What follows belongs to an exercise in optimizing a design on an open flow for a short achievable clock period, few clock cycles per item and low power; a production flow would make more cautious choices. At most, simulation tests tie the RTL to the original design; equivalence was not proved. Function not checked in run 1: the RTL went through the layout flow alone.

==> flow/design.v (outline; a module is shown in full before it is edited, if it fits) <==
// module PID_controller: 1666 lines
// module pid_fa: 4 lines
// module pid_ha: 4 lines
module PID_controller #(
    parameter W = 16,
    parameter signed MAX_VAL = 32767,
    parameter signed MIN_VAL = -32768
)(
    input logic clk,
    input logic reset_n,
    input  logic signed [W-1:0] s_axi_tdata,
    input  logic s_axi_tvalid,
    output logic s_axi_tready,
    input  logic signed [W-1:0] Kp, Ki, Kd,
    input  logic signed [W-1:0] setpoint,
    output logic [W-1:0] m_axi_tdata,
    output logic m_axi_tvalid,
    input  logic m_axi_tready
);
  // ...
==> flow/run.sh <==
#!/bin/bash
# synth_recipe.tcl (not shown) runs the flow's synth.tcl, then flattens the netlist and writes it again
# the make line also repeats each setting of config.mk as NAME=value (left out here)
make -C /OpenROAD-flow-scripts/flow DESIGN_CONFIG=/design/flow/config.mk WORK_HOME=/design/flow/orfs CLKGATE_MAP_FILE= SYNTH_SCRIPT=/design/flow/synth_recipe.tcl finish
==> flow/config.mk <==
export PLATFORM = sky130hd
export DESIGN_NAME = PID_controller
export DESIGN_NICKNAME = PID_controller
export VERILOG_FILES = /design/flow/design.v
export SDC_FILE = /design/flow/constraint.sdc
export NUM_CORES = 4
export LEC_CHECK = 0
export CAP_MARGIN = 20
export CORE_MARGIN = 2
export CORE_UTILIZATION = 40
export CTS_CLUSTER_DIAMETER = 70
export CTS_CLUSTER_SIZE = 25
export SETUP_SLACK_MARGIN = 4.1
export SLEW_MARGIN = 20
export SYNTH_HIERARCHICAL = 1
export SYNTH_MINIMUM_KEEP_SIZE = 0
==> flow/constraint.sdc <==
create_clock -name core_clock -period 7.5 [get_ports {clk}]
set_input_delay 1.5000 -clock core_clock [delete_from_list [all_inputs] [get_ports {clk}]]
set_output_delay 1.5000 -clock core_clock [all_outputs]
set_load 0.01 [all_outputs]
==> impl_metrics.ini, run 1 <==
[status]
outcome = no timing/DRC/antenna violations

[clock_network]
cts_resized = 235

[synth]
yosys-top-cells-area = edfxtp_1, fa_1, xnor2_1
syn_area_mm2 = 0.0408
yosysUniqueCellTypes = 74
yosys-top-cells-count = xnor2_1, fa_1, edfxtp_1
synth_compound_area_share_pct = 12.3
synth-simple-area-share_pct = 4.13
muxShareOfSynthArea_pct = 0.779
synth_adder_area_share_pct = 28.7
synth_edf_count = 332

[grt]
grt_pass1_wl_um = 161000
grt_pass1_vias = 27100
gr-total-overflow = 0

[cells_and_area]
largest_class = multi-input combinational cells
seq_cells = 550
layout.nets = 4365
final_common_cell = xnor2_1
finalNonFillerCells = 4996
seq-cell-share_pct = 30.9
n_clock_buffer = 44
multi_input_area_share_pct = 53.8

[die]
row_count = 117
taps = 1368
chipHeight_um = 323
die_w_um = 323

[worst_setup_path]
critical_path.top_delay_family = adder cells
critPathCaptureType = flop
critPathMaxFanout = 7
cp-start-kind = flop
endpoint = acc[31]

[placement]
dp_hpwl_um = 74700
dp.cells = 4769

[timing]
maxClockFrequency_mhz = 261
slew_violations = 0
rsz0062_at_grt = true

[worst_hold_path]
hold_path_end = e0[12]

[run]
cap_violations = 0

[route]
met3WireLength_um = 7290
wl_um = 106000
dr.first_iter.drc_count = 2246
==> run 2, diff against run 1 <==
--- a/flow/design.v
+++ b/flow/design.v
@@ -1379,18 +1379,17 @@
       iS <= iS_d; iC <= iC_d;
       dS <= dS_d; dC <= dC_d;
     end
   end
   always_ff @(posedge clk or negedge reset_n) begin
     if (!reset_n) vB <= 1'b0;
     else if (adv) vB <= vA;
   end
-  logic [33:0] pdx_d, pdy_d, pdx, pdy, ib;
-  logic [15:0] pdl;
+  logic [33:0] pdx_d, pdy_d, pdx, pdy, ibc, pd, ib;
   wire hs100001, hc100002;
   pid_ha u_hs100001 (.a(pS[0]), .b(pC[0]), .s(hs100001), .co(hc100002));
   wire hs100003, hc100004;
   pid_ha u_hs100003 (.a(pS[2]), .b(pC[2]), .s(hs100003), .co(hc100004));
   wire fs100005, fc100006;
   pid_fa u_fs100005 (.a(pS[3]), .b(pC[3]), .c(dS[3]), .s(fs100005), .co(fc100006));
   wire fs100007, fc100008;
   pid_fa u_fs100007 (.a(pS[4]), .b(pC[4]), .c(dS[4]), .s(fs100007), .co(fc100008));
@@ -1515,108 +1514,40 @@
   wire fs100127, fc100128;
   pid_fa u_fs100127 (.a(fc100060), .b(fs100061), .c(dC[31]), .s(fs100127), .co(fc100128));
   wire fs100129, fc100130;
   pid_fa u_fs100129 (.a(fc100062), .b(fs100063), .c(dC[32]), .s(fs100129), .co(fc100130));
   wire fs100131, fc100132;
   pid_fa u_fs100131 (.a(fc100064), .b(pS[33]), .c(dS[33]), .s(fs100131), .co(fc100132));
   assign pdx_d = {fc100130, fc100128, fc100126, fc100124, fc100122, fc100120, fc100118, fc100116, fc100114, fc100112, fc100110, fc100108, fc100106, fc100104, fc100102, fc100100, fc100098, fc100096, fc100094, fc100092, fc100090, fc100088, fc100086, fc100084, fc100082, fc100080, fc100078, fc100076, fc100074, fc100072, fc100070, fc100068, hc100066, hs100065};
   assign pdy_d = {fs100131, fs100129, fs100127, fs100125, fs100123, fs100121, fs100119, fs100117, fs100115, fs100113, fs100111, fs100109, fs100107, fs100105, fs100103, fs100101, fs100099, fs100097, fs100095, fs100093, fs100091, fs100089, fs100087, fs100085, fs100083, fs100081, fs100079, fs100077, fs100075, fs100073, fs100071, fs100069, fs100067, dC[0]};
-  wire [15:0] pdl_d = {1'b0, pdx_d[14:0]} + {1'b0, pdy_d[14:0]};
   always_ff @(posedge clk) begin
     if (adv) begin
       pdx <= pdx_d; pdy <= pdy_d;
-      pdl <= pdl_d;
-      ib <= iS + iC;
+      ibc <= iS + iC;
     end
   end
   always_ff @(posedge clk or negedge reset_n) begin
     if (!reset_n) vC <= 1'b0;
     else if (adv) vC <= vB;
   end
+  logic vC2;
+  always_ff @(posedge clk) begin
+    if (adv) begin
+      pd <= pdx + pdy;
+      ib <= ibc;
+    end
+  end
+  always_ff @(posedge clk or negedge reset_n) begin
+    if (!reset_n) vC2 <= 1'b0;
+    else if (adv) vC2 <= vC;
+  end
   logic [33:0] acc;
-  logic [33:0] ux, uy;      
-  wire hs200001, hc200002;
-  pid_ha u_hs200001 (.a(acc[15]), .b(pdl[15]), .s(hs200001), .co(hc200002));
-  wire hs200003, hc200004;
-  pid_ha u_hs200003 (.a(acc[16]), .b(pdx[16]), .s(hs200003), .co(hc200004));
-  wire hs200005, hc200006;
-  pid_ha u_hs200005 (.a(acc[17]), .b(pdx[17]), .s(hs200005), .co(hc200006));
-  wire hs200007, hc200008;
-  pid_ha u_hs200007 (.a(acc[18]), .b(pdx[18]), .s(hs200007), .co(hc200008));
-  wire hs200009, hc200010;
-  pid_ha u_hs200009 (.a(acc[19]), .b(pdx[19]), .s(hs200009), .co(hc200010));
-  wire hs200011, hc200012;
-  pid_ha u_hs200011 (.a(acc[20]), .b(pdx[20]), .s(hs200011), .co(hc200012));
-  wire hs200013, hc200014;
-  pid_ha u_hs200013 (.a(acc[21]), .b(pdx[21]), .s(hs200013), .co(hc200014));
-  wire hs200015, hc200016;
-  pid_ha u_hs200015 (.a(acc[22]), .b(pdx[22]), .s(hs200015), .co(hc200016));
-  wire hs200017, hc200018;
-  pid_ha u_hs200017 (.a(acc[23]), .b(pdx[23]), .s(hs200017), .co(hc200018));
-  wire hs200019, hc200020;
-  pid_ha u_hs200019 (.a(acc[24]), .b(pdx[24]), .s(hs200019), .co(hc200020));
-  wire hs200021, hc200022;
-  pid_ha u_hs200021 (.a(acc[25]), .b(pdx[25]), .s(hs200021), .co(hc200022));
-  wire hs200023, hc200024;
-  pid_ha u_hs200023 (.a(acc[26]), .b(pdx[26]), .s(hs200023), .co(hc200024));
-  wire hs200025, hc200026;
-  pid_ha u_hs200025 (.a(acc[27]), .b(pdx[27]), .s(hs200025), .co(hc200026));
-  wire hs200027, hc200028;
-  pid_ha u_hs200027 (.a(acc[28]), .b(pdx[28]), .s(hs200027), .co(hc200028));
-  wire hs200029, hc200030;
-  pid_ha u_hs200029 (.a(acc[29]), .b(pdx[29]), .s(hs200029), .co(hc200030));
-  wire hs200031, hc200032;
-  pid_ha u_hs200031 (.a(acc[30]), .b(pdx[30]), .s(hs200031), .co(hc200032));
-  wire hs200033, hc200034;
-  pid_ha u_hs200033 (.a(acc[31]), .b(pdx[31]), .s(hs200033), .co(hc200034));
-  wire hs200035, hc200036;
-  pid_ha u_hs200035 (.a(acc[32]), .b(pdx[32]), .s(hs200035), .co(hc200036));
-  wire hs200037, hc200038;
-  pid_ha u_hs200037 (.a(acc[33]), .b(pdx[33]), .s(hs200037), .co(hc200038));
-  wire hs200039, hc200040;
-  pid_ha u_hs200039 (.a(hs200001), .b(pdx[15]), .s(hs200039), .co(hc200040));
-  wire fs200041, fc200042;
-  pid_fa u_fs200041 (.a(hc200002), .b(hs200003), .c(pdy[16]), .s(fs200041), .co(fc200042));
-  wire fs200043, fc200044;
-  pid_fa u_fs200043 (.a(hc200004), .b(hs200005), .c(pdy[17]), .s(fs200043), .co(fc200044));
-  wire fs200045, fc200046;
-  pid_fa u_fs200045 (.a(hc200006), .b(hs200007), .c(pdy[18]), .s(fs200045), .co(fc200046));
-  wire fs200047, fc200048;
-  pid_fa u_fs200047 (.a(hc200008), .b(hs200009), .c(pdy[19]), .s(fs200047), .co(fc200048));
-  wire fs200049, fc200050;
-  pid_fa u_fs200049 (.a(hc200010), .b(hs200011), .c(pdy[20]), .s(fs200049), .co(fc200050));
-  wire fs200051, fc200052;
-  pid_fa u_fs200051 (.a(hc200012), .b(hs200013), .c(pdy[21]), .s(fs200051), .co(fc200052));
-  wire fs200053, fc200054;
-  pid_fa u_fs200053 (.a(hc200014), .b(hs200015), .c(pdy[22]), .s(fs200053), .co(fc200054));
-  wire fs200055, fc200056;
-  pid_fa u_fs200055 (.a(hc200016), .b(hs200017), .c(pdy[23]), .s(fs200055), .co(fc200056));
-  wire fs200057, fc200058;
-  pid_fa u_fs200057 (.a(hc200018), .b(hs200019), .c(pdy[24]), .s(fs200057), .co(fc200058));
-  wire fs200059, fc200060;
-  pid_fa u_fs200059 (.a(hc200020), .b(hs200021), .c(pdy[25]), .s(fs200059), .co(fc200060));
-  wire fs200061, fc200062;
-  pid_fa u_fs200061 (.a(hc200022), .b(hs200023), .c(pdy[26]), .s(fs200061), .co(fc200062));
-  wire fs200063, fc200064;
-  pid_fa u_fs200063 (.a(hc200024), .b(hs200025), .c(pdy[27]), .s(fs200063), .co(fc200064));
-  wire fs200065, fc200066;
-  pid_fa u_fs200065 (.a(hc200026), .b(hs200027), .c(pdy[28]), .s(fs200065), .co(fc200066));
-  wire fs200067, fc200068;
-  pid_fa u_fs200067 (.a(hc200028), .b(hs200029), .c(pdy[29]), .s(fs200067), .co(fc200068));
-  wire fs200069, fc200070;
-  pid_fa u_fs200069 (.a(hc200030), .b(hs200031), .c(pdy[30]), .s(fs200069), .co(fc200070));
-  wire fs200071, fc200072;
-  pid_fa u_fs200071 (.a(hc200032), .b(hs200033), .c(pdy[31]), .s(fs200071), .co(fc200072));
-  wire fs200073, fc200074;
-  pid_fa u_fs200073 (.a(hc200034), .b(hs200035), .c(pdy[32]), .s(fs200073), .co(fc200074));
-  wire fs200075, fc200076;
-  pid_fa u_fs200075 (.a(hc200036), .b(hs200037), .c(pdy[33]), .s(fs200075), .co(fc200076));
-  assign ux = {fc200074, fc200072, fc200070, fc200068, fc200066, fc200064, fc200062, fc200060, fc200058, fc200056, fc200054, fc200052, fc200050, fc200048, fc200046, fc200044, fc200042, hc200040, hs200039, acc[14], acc[13], acc[12], acc[11], acc[10], acc[9], acc[8], acc[7], acc[6], acc[5], acc[4], acc[3], acc[2], acc[1], acc[0]};
-  assign uy = {fs200075, fs200073, fs200071, fs200069, fs200067, fs200065, fs200063, fs200061, fs200059, fs200057, fs200055, fs200053, fs200051, fs200049, fs200047, fs200045, fs200043, fs200041, pdy[15], pdl[14], pdl[13], pdl[12], pdl[11], pdl[10], pdl[9], pdl[8], pdl[7], pdl[6], pdl[5], pdl[4], pdl[3], pdl[2], pdl[1], pdl[0]};
+  wire [33:0] ux = acc;      
+  wire [33:0] uy = pd;
   wire [16:0] lo_sum = {1'b0, ux[15:0]} + {1'b0, uy[15:0]};
   wire [15:0] s_lo = lo_sum[15:0];                                    
   wire [15:0] lo15 = {1'b0, ux[14:0]} + {1'b0, uy[14:0]};
   wire c15 = lo15[15];                                                
   wire [33:0] hx = ux ^ uy;
   wire [33:0] ho = ux | uy;
   wire [33:0] ha = ux & uy;
   wire hi_zero_r = &(hx[33:16] ~^ ho[32:15]);        
@@ -1629,17 +1560,17 @@
   wire ns1 = (z1 & ~s_lo_ones) | (o1 & ~s_lo_zero);
   wire not_sat = c15 ? ns1 : ns0;
   wire in_range = c15 ? (z1 | o1) : (z0 | o0);
   wire [18:0] hi_sum = {1'b0, ux[32:15]} + {1'b0, uy[32:15]};
   wire c33 = hi_sum[18] | ((&hx[32:15]) & c15);
   wire s_neg = hx[33] ^ c33;
   wire [15:0] out_new = in_range ? s_lo : (s_neg ? 16'h8000 : 16'h7fff);
   wire [33:0] acc_inc = acc + ib;
-  wire fire = adv & vC;
+  wire fire = adv & vC2;
   always_ff @(posedge clk or negedge reset_n) begin
     if (!reset_n) acc <= '0;
     else if (fire & not_sat) acc <= acc_inc;
   end
   wire pop = vo & m_axi_tready;
   wire vs_next = vo & ~pop & (vs | fire);
   always_ff @(posedge clk or negedge reset_n) begin
     if (!reset_n) begin
==> flow/config.mk (replaced) <==
export PLATFORM = sky130hd
export DESIGN_NAME = PID_controller
export DESIGN_NICKNAME = PID_controller
export VERILOG_FILES = /design/flow/design.v
export SDC_FILE = /design/flow/constraint.sdc
export NUM_CORES = 4
export LEC_CHECK = 0
export CAP_MARGIN = 20
export CORE_MARGIN = 2
export CORE_UTILIZATION = 55
export CTS_CLUSTER_DIAMETER = 70
export CTS_CLUSTER_SIZE = 25
export PLACE_DENSITY = 0.75
export SETUP_SLACK_MARGIN = 4.3
export SLEW_MARGIN = 20
export SYNTH_HIERARCHICAL = 1
export SYNTH_MINIMUM_KEEP_SIZE = 0
==> impl_metrics.ini, run 2 <==
[clock_network]
cts.sinks = 633
cts_tree = done
cts_made_buffers = 41
hold_buffers = 0
clk_path_buf_depth = 3
clk_latency_ps = 610
cts_root_buf = clkbuf_16
clk_pin_slew_ps = 90
htreeDepth = 2

[cells_and_area]
final_cell_area_mm2 = 0.0515
final_cell_mix = xnor2_1, edfxtp_1, fa_1, ha_1, inv_1
drive_gt1_share_pct = 18.6
fin_util_pct = 64.2
areaGrowthSynthToFinish_pct = 15.7
final_common_cell = xnor2_1
nFillCells = 5775
layout.nets = 4681
diodes = 0

[worst_setup_path]
cp.arrival_ps = 3760
cp-start-kind = flop
rr_endpoint = dC[14]
critPathMaxFanout = 3
startpoint = df[9]
critPathMostFrequentCell = fa_2
reg2reg_from = df[9]
cp_slowest_cell = fa_2
critPathCaptureType = flop
cpPeakStageDelay_ps = 620
critical_path.top_delay_family = adder cells
crit_required_ps = 7850
reg2reg_slack_ps = 4100
cp_num_buf_inv = 2
r2r_cells = 8
worstSetupPathType = flop to flop
cp_cell_sequence = inv_4 -> buf_6 -> o22ai_4 -> xnor2_2 -> fa_2 -> fa_2 -> fa_2 -> fa_1

[route]
ant_nets = 0
drcViolationCount = 0
wire_per_inst_um = 22.4
first_pass_iters = 8
viasPerCell = 6.04
dr.first_iter.drc_count = 3081
wl_um = 112000
route.vias.total = 30300

[synth]
ys_seq_elements = 633
seq_area_frac_synth_pct = 38.6
yosysUniqueCellTypes = 90
yosys.area.top_type_share_pct = 27.9
yosysMostFrequentCell = xnor2_1
syn_area_per_cell_um2 = 11.6
syn_area_mm2 = 0.0445
yosys-top-cells-count = xnor2_1, edfxtp_1, fa_1
synth_ff_type = edfxtp_1
yosysWarnings = 7
async_flop_share_pct = 11.8
yosys-top-cells-area = edfxtp_1, fa_1, xnor2_1
yosys.area.top_type = edfxtp_1
synthCells = 3838
synth_edf_count = 414

[timing]
fin_ws_ps = 4100
slew_headroom_pct = 37.4
finalSetupTns_ps = 0
fin_crit_sh_pct = 45.4
maxClockFrequency_mhz = 294
setup_viol = 0
tightestPinTransition_ps = 939
rsz0062_at_grt = true
slew_violations = 0
hold_viol_final = 0
min_period_ps = 3400
finClkSkew_ps = 30.2

[status]
outcome = no timing/DRC/antenna violations

[grt]
grt_pass1_wl_um = 167000
grt_pass1_vias = 29900
grtUsageTotal_pct = 25.8
grt_start_max_net_pins = 94
gr-total-overflow = 0
antenna_found_initial = 1

[placement]
numPortBuffers = 101
post-place-ws_ps = 3250
post_dp_cell_area_mm2 = 0.0461
gp_congestion = 0.920
dp_hpwl_um = 76200

[die]
placeableCoreArea_mm2 = 0.0803
row_count = 104
die_area_mm2 = 0.0833
die_w_um = 289
chipHeight_um = 289
io_pins = 102
initial_utilization_pct = 55.5

[run]
cap_violations = 0

[worst_hold_path]
whs_path_depth = 0
hold_class = flop to flop
hold_path_startpoint = ibc[30]
hold_path_end = ib[30]
[run 2: changes by cell type after synthesis, moves of 10 or more]
| cell | before | now |
|---|---|---|
| o21ai_1 | 10 | 22 |
| mux2_2 | 27 | 4 |
| a211oi_1 | 3 | 14 |
| edfxtp_1 | 332 | 414 |
| buf_1 | 29 | 16 |
| or3_1 | 23 | 33 |
| a31oi_4 | 0 | 10 |
| fa_1 | 417 | 399 |
| nor2_1 | 48 | 100 |
| clkbuf_1 | 184 | 211 |
| xnor2_1 | 527 | 539 |
| a21oi_1 | 99 | 122 |
| nand2_1 | 168 | 219 |
[run 2: worst max path at each step]
| stage | endpoint | cells past startpoint |
|---|---|---|
| floorplan | e1[14] | 12 |
| global placement | iC[13] | 7 |
| detailed placement | pC[13] | 7 |
| CTS | pC[20] | 8 |
| global route | pC[16] | 8 |
| finish | dC[14] | 8 |
[run 2: what timing repair did]
action	in CTS	in global routing
cloned	14	9
pin swaps	112	148
gates resized for setup	305	252
setup endpoints to repair	274	172
setup buffers	96	43
[run 2: final cells by class]
cell class	instances	area (µm²)	share of cell area, %
repair inverters	6	47.5	0.0923
clock inverters	28	315	0.612
repair buffers	277	2970	5.77
flip-flops and latches	633	17300	33.5
multi-input cells	2705	27400	53.1
well taps	1060	1330	2.58
inverters	266	1100	2.13
clock buffers	46	1110	2.15
[run 2: kinds of logic (layout without fill, tap and decap cells)]
family | Yosys count | count (layout) | synth area share (%)
AO/OA/AOI/OAI | 856 | 859 | 13.2
adder cells (fa/ha/maj) | 667 | 667 | 25.5
flip-flops | 633 | 633 | 38.6
XOR/XNOR | 615 | 615 | 12.1
buffers and inverters | 528 | 623 | 4.68
AND/OR/NAND/NOR | 524 | 524 | 5.53
multiplexers | 14 | 14 | 0.421
other | 1 | 26 | 0.00842
[run 2: metrics by stage]
stage          std cells  hold WS [ps]
2_1_floorplan       3863           400
3_5_place_dp        4785           405
6_report            5021           414
4_1_cts             4969           421
3_3_place_gp        4784           401
5_1_grt             5021           430
[run 2: per-module statistics from Yosys, one instance, submodules excluded]
| module | cell area [µm²] | cells |
|---|---|---|
| pid_ha | 12.5 | 1 |
| PID_controller | 36200 | 3394 |
| pid_fa | 20.0 | 1 |
[run 2: layer usage]
layer	GRT usage, %	share of wire (%)	wire (µm)	vias up
met5	0	0	0	-
met4	8.89	4.3	4840	0
met3	4.53	9.4	10500	328
met2	42.0	47	52900	1489
met1	35.2	39	44000	14900
li1	-	-	-	13600
Testbench counts of run 2, summed over its fixed seeds: cycles 2,440, items 2,400.
==> run 3, diff against run 2 <==
--- a/flow/config.mk
+++ b/flow/config.mk
@@ -11,7 +11,7 @@
 export CTS_CLUSTER_DIAMETER = 70
 export CTS_CLUSTER_SIZE = 25
 export PLACE_DENSITY = 0.75
-export SETUP_SLACK_MARGIN = 4.3
+export SETUP_SLACK_MARGIN = 4.0
 export SLEW_MARGIN = 20
 export SYNTH_HIERARCHICAL = 1
 export SYNTH_MINIMUM_KEEP_SIZE = 0
==> impl_metrics.ini, run 3 <==
[route]
first_pass_iters = 6
route.vias.total = 28600
drcViolationCount = 0
wl_um = 97800
ant_nets = 0
viasPerCell = 5.83
wire_per_inst_um = 20.0
dr.first_iter.drc_count = 2444

[synth]
syn_area_mm2 = 0.0445
synth-xor-area-share_pct = 12.1
synth_adder_area_share_pct = 25.5
seq_area_frac_synth_pct = 38.6
async_flop_share_pct = 11.8
yosysMostFrequentCell = xnor2_1
synthCells = 3838
synth_compound_area_share_pct = 13.2
syn_area_per_cell_um2 = 11.6
muxShareOfSynthArea_pct = 0.421
yosys.area.top_type_share_pct = 27.9
synth-simple-area-share_pct = 5.53
synth_ff_type = edfxtp_1
yosys.area.top_type = edfxtp_1
ys_seq_elements = 633
yosys-top-cells-count = xnor2_1, edfxtp_1, fa_1
yosysUniqueCellTypes = 90
yosysWarnings = 7
yosys-top-cells-area = edfxtp_1, fa_1, xnor2_1
synth_top_family_by_area = adder cells
synth_edf_count = 414

[die]
placeableCoreArea_mm2 = 0.0803
die_area_mm2 = 0.0833
die_w_um = 289
initial_utilization_pct = 55.5
io_pins = 102
chipHeight_um = 289
row_count = 104

[cells_and_area]
drive_gt1_share_pct = 6.30
final_cell_mix = xnor2_1, edfxtp_1, fa_1, ha_1, inv_1
layout.nets = 4555
fin_util_pct = 60.2
areaGrowthSynthToFinish_pct = 8.54
final_common_cell = xnor2_1

[clock_network]
cts_root_buf = clkbuf_16
htreeDepth = 2
clk_latency_ps = 630
cts_made_buffers = 43
clk_path_buf_depth = 3
clk_pin_slew_ps = 100
cts_tree = done
cts.sinks = 633

[worst_hold_path]
whs_path_depth = 0
hold_path_startpoint = ibc[21]
hold_class = flop to flop
hold_path_end = ib[21]

[grt]
grt_start_max_net_pins = 220
grt_pass1_vias = 28200
grtUsageTotal_pct = 23.6
grt_pass1_wl_um = 155000
gr-total-overflow = 0
antenna_found_initial = 0

[worst_setup_path]
rr_endpoint = m_axi_tdata[15]
reg2reg_slack_ps = 4080
crit_required_ps = 7850
cp_num_buf_inv = 0
critPathMaxFanout = 8
cp_cell_sequence = ha_1 -> fa_1 -> nand4b_1 -> a41oi_2 -> o211ai_2 -> a21boi_0 -> o31ai_2 -> mux2i_1 -> a211o_4 -> a31o_2
reg2reg_from = pd[3]
critical_path.top_delay_family = compound AO/OA/AOI/OAI gates
cp_slowest_cell = a211o_4
r2r_cells = 10
worstSetupPathType = flop to flop
cp-start-kind = flop
critPathCaptureType = flop
cp.arrival_ps = 3770
cpPeakStageDelay_ps = 460
startpoint = pd[3]

[timing]
hold_viol_final = 0
setup_viol = 0
slew_headroom_pct = 38.8
fin_ws_ps = 4080
finClkSkew_ps = 43.9
maxClockFrequency_mhz = 292
finalSetupTns_ps = 0
min_period_ps = 3420
rsz0062_at_grt = true
fin_crit_sh_pct = 45.6
slew_violations = 0
tightestPinTransition_ps = 918

[placement]
gp_congestion = 0.913
numPortBuffers = 101
dp_hpwl_um = 73900
post-place-ws_ps = 3310

[status]
outcome = no timing/DRC/antenna violations

[run]
cap_violations = 0
[run 3: what timing repair did]
| action | 4_1_cts | 5_1_grt |
|---|---|---|
| endpoints found under the hold margin | 0 | 0 |
| endpoints found under the setup margin | 106 | 99 |
| cloned | 1 | 1 |
| pin swaps | 1 | 9 |
| hold buffers | 0 | 0 |
| gates resized for setup | 12 | 60 |
| buffers inserted | 4 | 30 |
[run 3: worst max-delay path by stage]
| stage | to | cells past startpoint |
|---|---|---|
| 5_1_grt | e1[10] | 13 |
| 6_report | m_axi_tdata[15] | 10 |
| 4_1_cts | dC[21] | 7 |
| 2_1_floorplan | iC[12] | 9 |
| 3_3_place_gp | e1[10] | 13 |
| 3_5_place_dp | e1[10] | 13 |
[run 3: modules after synthesis, one instance, submodules excluded]
module	flops+latches	area, µm²
PID_controller	633	36200
pid_fa	0	20.0
pid_ha	0	12.5
[run 3: metal layers]
layer / part of all wire [%] / track usage (%)
met1: 44 / 33.6
met4: 2.4 / 6.26
met5: 0 / 0
met2: 47 / 37.9
met3: 7.2 / 3.66
[run 3: cells by family after synthesis]
family / count (synthesis)
xor gates and xnor gates: 615
muxes: 14
adders and majority gates: 667
DFF: 633
and+or+nand+nor: 524
buffers and inverters: 528
AOI/OAI and AO/OA: 856
other: 1
[run 3: area by class of cell]
class,count,area (µm²)
antenna,1,2.50
clock buffer,46,1130
clock inverter,34,518
fill,6289,31900
inverter,266,1040
multi-input combinational,2704,25600
sequential,633,17200
tap,1060,1330
timing repair buffer,156,1550
[run 3: stage by stage]
step                std cells  hold slack (ps)  area, µm²
floorplan                3863              400      44600
global placement         4782              401      46100
detailed placement       4782              405      46100
CTS                      4867              424      47800
global route             4899              435      48300
finish                   4900              423      48300
==> run 4, diff against run 3 <==
--- a/flow/config.mk
+++ b/flow/config.mk
@@ -9,7 +9,7 @@
 export CORE_MARGIN = 2
 export CORE_UTILIZATION = 55
 export CTS_CLUSTER_DIAMETER = 70
-export CTS_CLUSTER_SIZE = 25
+export CTS_CLUSTER_SIZE = 30
 export PLACE_DENSITY = 0.75
 export SETUP_SLACK_MARGIN = 4.0
 export SLEW_MARGIN = 20
==> impl_metrics.ini, run 4 <==
[status]
outcome = no timing/DRC/antenna violations

[route]
viasPerCell = 5.85
wl_um = 97700
first_pass_iters = 6
ant_nets = 0
dr.first_iter.drc_count = 2537
drcViolationCount = 0
route.vias.total = 28600
wire_per_inst_um = 20.0

[timing]
finClkSkew_ps = 32.3
slew_violations = 0
fin_crit_sh_pct = 45.8
rsz0062_at_grt = true
hold_viol_final = 0
slew_headroom_pct = 37.5
finalSetupTns_ps = 0
maxClockFrequency_mhz = 291
min_period_ps = 3440
tightestPinTransition_ps = 937
setup_viol = 0

[synth]
synth_edf_count = 414
yosysUniqueCellTypes = 90
syn_area_mm2 = 0.0445
yosys.area.top_type = edfxtp_1
synth-xor-area-share_pct = 12.1
synth_ff_type = edfxtp_1
synth_top_family_by_area = adder cells
muxShareOfSynthArea_pct = 0.421
synthCells = 3838
yosys-top-cells-area = edfxtp_1, fa_1, xnor2_1
syn_area_per_cell_um2 = 11.6
synth_compound_area_share_pct = 13.2
yosysWarnings = 7
yosys-top-cells-count = xnor2_1, edfxtp_1, fa_1
async_flop_share_pct = 11.8
synth-simple-area-share_pct = 5.53
synth_adder_area_share_pct = 25.5
seq_area_frac_synth_pct = 38.6
yosysMostFrequentCell = xnor2_1
ys_seq_elements = 633
yosys.area.top_type_share_pct = 27.9

[run]
cap_violations = 0

[clock_network]
clk_pin_slew_ps = 110
hold_buffers = 0
cts_tree = done
clk_path_buf_depth = 3
htreeDepth = 2
clk_latency_ps = 620
cts_made_buffers = 42
cts_root_buf = clkbuf_16
cts.sinks = 633

[die]
io_pins = 102
row_count = 104
initial_utilization_pct = 55.5
die_area_mm2 = 0.0833
chipHeight_um = 289
die_w_um = 289
placeableCoreArea_mm2 = 0.0803

[cells_and_area]
layout.nets = 4547
drive_gt1_share_pct = 6.06
final_cell_area_mm2 = 0.0482
final_cell_mix = xnor2_1, edfxtp_1, fa_1, ha_1, inv_1
finalNonFillerCells = 4891
register_area_mm2 = 0.0172
nFillCells = 6316
final_common_cell = xnor2_1
multi_input_area_mm2 = 0.0256
areaGrowthSynthToFinish_pct = 8.27

[worst_setup_path]
cp_slowest_cell = clkdlybuf4s50_1
critPathCaptureType = flop
endpoint = e1[10]
critPathMaxFanout = 4
reg2reg_slack_ps = 4090
r2r_cells = 10
cpPeakStageDelay_ps = 450
cp_cell_sequence = clkdlybuf4s50_1 -> inv_1 -> ha_1 -> fa_2 -> nor2b_2 -> o21ai_2 -> a21boi_2 -> o21ai_2 -> a21boi_2 -> o21ai_1 -> a21oi_2 -> nor3_1 -> o31ai_1
reg2reg_from = pd[3]
cp.arrival_ps = 3950
crit_required_ps = 8010
worstSetupPathType = input port to flop
cp-start-kind = input port
startpoint = setpoint[0]
rr_endpoint = m_axi_tdata[15]

[grt]
grtUsageTotal_pct = 23.6
grt_start_max_net_pins = 220
grt_pass1_vias = 28300
grt_pass1_wl_um = 155000
antenna_found_initial = 0
gr-total-overflow = 0

[worst_hold_path]
hold_path_startpoint = ibc[15]
hold_class = flop to flop

[placement]
numPortBuffers = 101
post_dp_cell_area_mm2 = 0.0461
gp_congestion = 0.913
dp_hpwl_um = 73900
dp.cells = 4782
[run 4: cell counts after synthesis]
Identical to the previous run, type by type.
[run 4: cell families (layout without fill, tap and decap cells)]
group | count (synthesis) | count (layout)
adders and majority gates | 667 | 667
muxes | 14 | 14
AOI/OAI and AO/OA | 856 | 858
buffers and inverters | 528 | 493
DFF | 633 | 633
other | 1 | 27
xor gates and xnor gates | 615 | 615
and+or+nand+nor | 524 | 524
[run 4: how the worst min path moves through the flow]
stage / cells after the start / slack (ps) / to
after CTS: 0 / 430 / ib[15]
after global placement: 0 / 400 / ib[5]
after global routing: 0 / 430 / ib[21]
after floorplan: 0 / 400 / ib[0]
after detailed placement: 0 / 400 / ib[24]
final: 0 / 420 / ib[15]
[run 4: metrics by stage]
stage	hold slack [ps]	util (%)	worst slack [ps]
after floorplan	400	-	4050
after global routing	433	60.1	3920
final	421	60.1	4060
after detailed placement	405	57.4	3310
after global placement	401	57.4	3310
after CTS	426	59.5	4010
[run 4: cell type report]
cell class,count,share of cell area (%)
Clock buffer,43,2.23
Clock inverter,35,1.06
Timing Repair Buffer,149,3.06
Multi-Input combinational cell,2704,53.0
Inverter,266,2.16
Tap cell,1060,2.75
Sequential cell,633,35.7
Antenna cell,1,0.00519
[run 4: per-layer routing]
layer	vias up	part of all wire (%)	GRT usage [%]
li1	13300	-	-
met1	14100	44	33.7
met2	1026	47	37.8
met4	0	2.5	6.19
met3	173	7.4	3.72
met5	-	0	0
[run 4: critical path: cells and delay by family]
kind            cells  cell delay [ps]
compound gates      7             1160
fa+ha+maj           2              560
buf+inv             2              490
simple gates        2              220
[run 4: Yosys stat by module (local to each module, per instance)]
module | cells | flip-flops and latches | area, µm²
pid_ha | 1 | 0 | 12.5
PID_controller | 3394 | 633 | 36200
pid_fa | 1 | 0 | 20.0
[run 4: repair_timing]
item | CTS | global route
setup endpoints to repair | 101 | 93
pin swaps | 1 | 13
cloned | 1 | 1
resized for setup | 11 | 60
setup buffers | 6 | 21

static timing again, ports no longer ideal:
In the flow no input, the clock included, has a driving cell. The finished layouts below were timed again as built, in two steps.
Step 1 assumes that a clkbuf_16 drives the clock port and a buf_2 every other input.
Step 2, shift: input delay + t, output delay - t, t = (earliest + latest rising clock arrival at the registers) / 2. This alone moves slack from input paths to output paths.
Slacks: no drivers / after step 1 / after step 2; pairs: no drivers / after step 1.
run	shift t [ns]	setup slack, ns	worst setup path after step 2	latest minus earliest clock arrival (ns)	cell pins on the clock port's net
run 1	0.663	3.669 / 3.669 / 3.557	input to register	0.034 / 0.034	1
run 2	0.665	4.096 / 4.096 / 3.740	input to register	0.032 / 0.032	1
run 3	0.668	4.080 / 4.080 / 3.462	input to register	0.047 / 0.047	1
run 4	0.669	4.062 / 4.088 / 3.435	input to register	0.032 / 0.033	1
After both steps setup and hold are still met in every run listed. For run 4, which loses most, drivers alone change the setup slack by +0.026 ns; drivers and shift together by -0.627 ns.
